Source: an optimization exercise on an open RTL-to-GDS flow (aim: small area and a short achievable clock period). Production flows keep margins and buffers that such runs may drop. At most, simulation tests tie the RTL to the original design; equivalence was not proved. No activity file was given, so power comes from the tool's default toggle rates.

oak:
## fir_retimed
module fir_retimed #(
    parameter N_TAPS = 4,
    parameter DATA_WIDTH = 18,
    parameter COEFF_WIDTH = 18
) (
    input clk,
    input reset_n,
    input ena,
    input signed [DATA_WIDTH-1:0] data_in,
    output signed [(DATA_WIDTH + COEFF_WIDTH + 2)-1:0] data_out
);
Size in the first run: roughly 1300 cells after synthesis, roughly 140 flip-flops, about 9600 um2 of cells after synthesis.
==> flow/config.mk <==
export PLATFORM = sky130hd
export DESIGN_NAME = fir_retimed
export DESIGN_NICKNAME = fir_retimed
export VERILOG_FILES = /design/flow/design.v
export SDC_FILE = /design/flow/constraint.sdc
export NUM_CORES = 4
export LEC_CHECK = 0
export ABC_AREA = 1
export CAP_MARGIN = 0
export CORE_MARGIN = 2
export CORE_UTILIZATION = 40
export CTS_BUF_LIST = sky130_fd_sc_hd__clkbuf_8
export PLACE_DENSITY_LB_ADDON = 0.2
export SETUP_SLACK_MARGIN = 2.5
export SLEW_MARGIN = 0
export TNS_END_PERCENT = 20
==> flow/constraint.sdc <==
create_clock -name core_clock -period 4.5 [get_ports {clk}]
set_input_delay 0.9000 -clock core_clock [delete_from_list [all_inputs] [get_ports {clk}]]
set_output_delay 0.9000 -clock core_clock [all_outputs]
set_load 0.01 [all_outputs]
standard.sh (not shown) runs the stock make flow with config.mk's settings and CLKGATE_MAP_FILE= SYNTH_SCRIPT=/design/flow/synth_recipe.tcl, a recipe that flattens the netlist after the stock synthesis.
==> flow/flow/run.sh <==
#!/bin/bash
# The standard layout, with plain buffers (not delay cells) on the ports and
# no dummy loads in the clock tree.
set -euo pipefail
bash standard.sh \
  BUFFER_PORTS_ARGS="-buffer_cell sky130_fd_sc_hd__buf_1" \
  CTS_ARGS="-sink_clustering_enable -repair_clock_nets -buf_list sky130_fd_sc_hd__clkbuf_8 -dont_use_dummy_load" \
  finish > make_finish.log 2>&1
oak completed; timing, DRC and antenna clean
For pine, these inputs were changed with respect to oak:
- SETUP_SLACK_MARGIN changed from 2.5 to 2.4
- PLACE_DENSITY_LB_ADDON removed (was 0.2)
- TNS_END_PERCENT removed (was 20)
==> flow/flow/run.sh <==
#!/bin/bash
# The standard layout, with plain buffers (not delay cells) on the ports and
# a clock tree with fewer, more loaded sink buffers and no dummy loads.
set -euo pipefail
bash standard.sh \
  BUFFER_PORTS_ARGS="-buffer_cell sky130_fd_sc_hd__buf_1" \
  CTS_ARGS="-sink_clustering_enable -repair_clock_nets -buf_list sky130_fd_sc_hd__clkbuf_8 -sink_clustering_size 40 -sink_clustering_max_diameter 300 -sink_buffer_max_cap_derate 0.5 -dont_use_dummy_load" \
  finish > make_finish.log 2>&1
Findings:
Routed via count: pine and oak compared, higher one is oak. From oak to pine the numbers moved as follows: number of antenna violations at the first check in global routing shows no meaningful change, post-layout instance area lower, share of post-route cells with drive strength above 1 saw a decrease, worst-skew pair later-pin latency neither gained nor lost much, die outline area saw little to no change. Changes observed in pine relative to oak: net switching power now smaller, wire length of the first global-routing pass now larger. Clock group share of total power: pine and oak compared, lower one is oak. When the final numbers for pine and oak were put side by side, the power turned out to be smaller in pine.

========
Another version of the RTL of fir_retimed (not shown whole).
Size: about 1100 cells after synthesis, about 140 flip-flops, ~59 I/O pins.
==> flow/config.mk <==
export PLATFORM = sky130hd
export DESIGN_NAME = fir_retimed
export DESIGN_NICKNAME = fir_retimed
export VERILOG_FILES = /design/flow/design.v
export SDC_FILE = /design/flow/constraint.sdc
export NUM_CORES = 4
export LEC_CHECK = 0
export CAP_MARGIN = 20
export CORE_MARGIN = 2
export CORE_UTILIZATION = 65
export SETUP_SLACK_MARGIN = 1.8
export SLEW_MARGIN = 20
==> flow/constraint.sdc <==
create_clock -name core_clock -period 4.5 [get_ports {clk}]
set_input_delay 0.9000 -clock core_clock [delete_from_list [all_inputs] [get_ports {clk}]]
set_output_delay 0.9000 -clock core_clock [all_outputs]
set_load 0.01 [all_outputs]
==> flow/flow/run.sh <==
#!/bin/bash
# The standard layout, with plain buffers (not delay cells) on the ports.
set -euo pipefail
bash standard.sh BUFFER_PORTS_ARGS="-buffer_cell sky130_fd_sc_hd__buf_2" finish > make_finish.log 2>&1
The first run completed without violations.
Edit:
- ABC_AREA: unset -> 1
- CORE_UTILIZATION: 65 -> 40
Cell count climbs by well over a third.
Critical path depth climbs by 3.
Power drops by a few percent.
Worst setup slack gains 310 ps.
Core utilization drops by 29 points.
Via count climbs by a quarter to a third.
Wire length climbs by well over a third.
Edit:
- ABC_AREA: 1 -> unset
- SETUP_SLACK_MARGIN: 1.8 -> 2.4
Synthesized cell count goes down by 37%; area after synthesis decreases by 12%; setup slack gets worse by 170 ps; sequential power grows by about 9%; via count drops by 18%; cell count decreases by 28%; power went up by 25%.
Edit:
==> flow/run.sh (new file) <==
#!/bin/bash
# synth_recipe.tcl (not shown) runs the flow's synth.tcl, then flattens the netlist and writes it again
# the make line also repeats each setting of config.mk as NAME=value (left out here)
make -C /OpenROAD-flow-scripts/flow DESIGN_CONFIG=/design/flow/config.mk WORK_HOME=/design/flow/orfs CLKGATE_MAP_FILE= SYNTH_SCRIPT=/design/flow/synth_recipe.tcl finish
- SETUP_SLACK_MARGIN: 2.4 -> unset
removed: flow/flow/run.sh
removed: flow/standard.sh
Outcome:
- worst hold slack is better by 14 ps
- clock skew climbs by 3.2 ps
- clock-buffer cell count goes up by 2
- worst setup slack got worse by 320 ps
- final area fell by about a fifth
No run of this note included a check of the RTL's function; only the layout flow was run.

[what the ideal ports hide]
How much do the figures lean on ideal ports? The routed layouts below were timed once more, with nothing changed but the port constraints. Step 1 (the two cells are an assumption about what drives the block):
set clk [get_ports {clk}]
set_driving_cell -lib_cell sky130_fd_sc_hd__clkbuf_16 $clk
set_driving_cell -lib_cell sky130_fd_sc_hd__buf_2 [delete_from_list [all_inputs] $clk]
Step 2, shift: input delay + t, output delay - t, t = (earliest + latest rising clock arrival at the registers) / 2. This alone moves slack from input paths to output paths. Three values: ideal ports, drivers, drivers and shift; two values: the first two.
run	shift t [ns]	setup WS [ns]	slew at the worst register clock pin (ns)	pins driven straight from the clock port
oak	0.472	2.509 / 2.471 / 2.172	0.09 / 0.09	1
pine	0.472	2.464 / 2.428 / 2.148	0.08 / 0.08	1
the first run of note 2	0.466	1.850 / 1.850 / 1.531	0.06 / 0.06	1
the second run of note 2	0.491	2.164 / 2.164 / 1.905	0.08 / 0.08	1
the third run of note 2	0.473	1.995 / 1.995 / 1.986	0.07 / 0.07	1
the fourth run of note 2	0.470	1.676 / 1.676 / 1.676	0.07 / 0.07	1
After both steps setup and hold are still met in every run listed. The setup slack of oak, which loses most, moves by -0.038 ns with the drivers and by -0.337 ns with both steps.
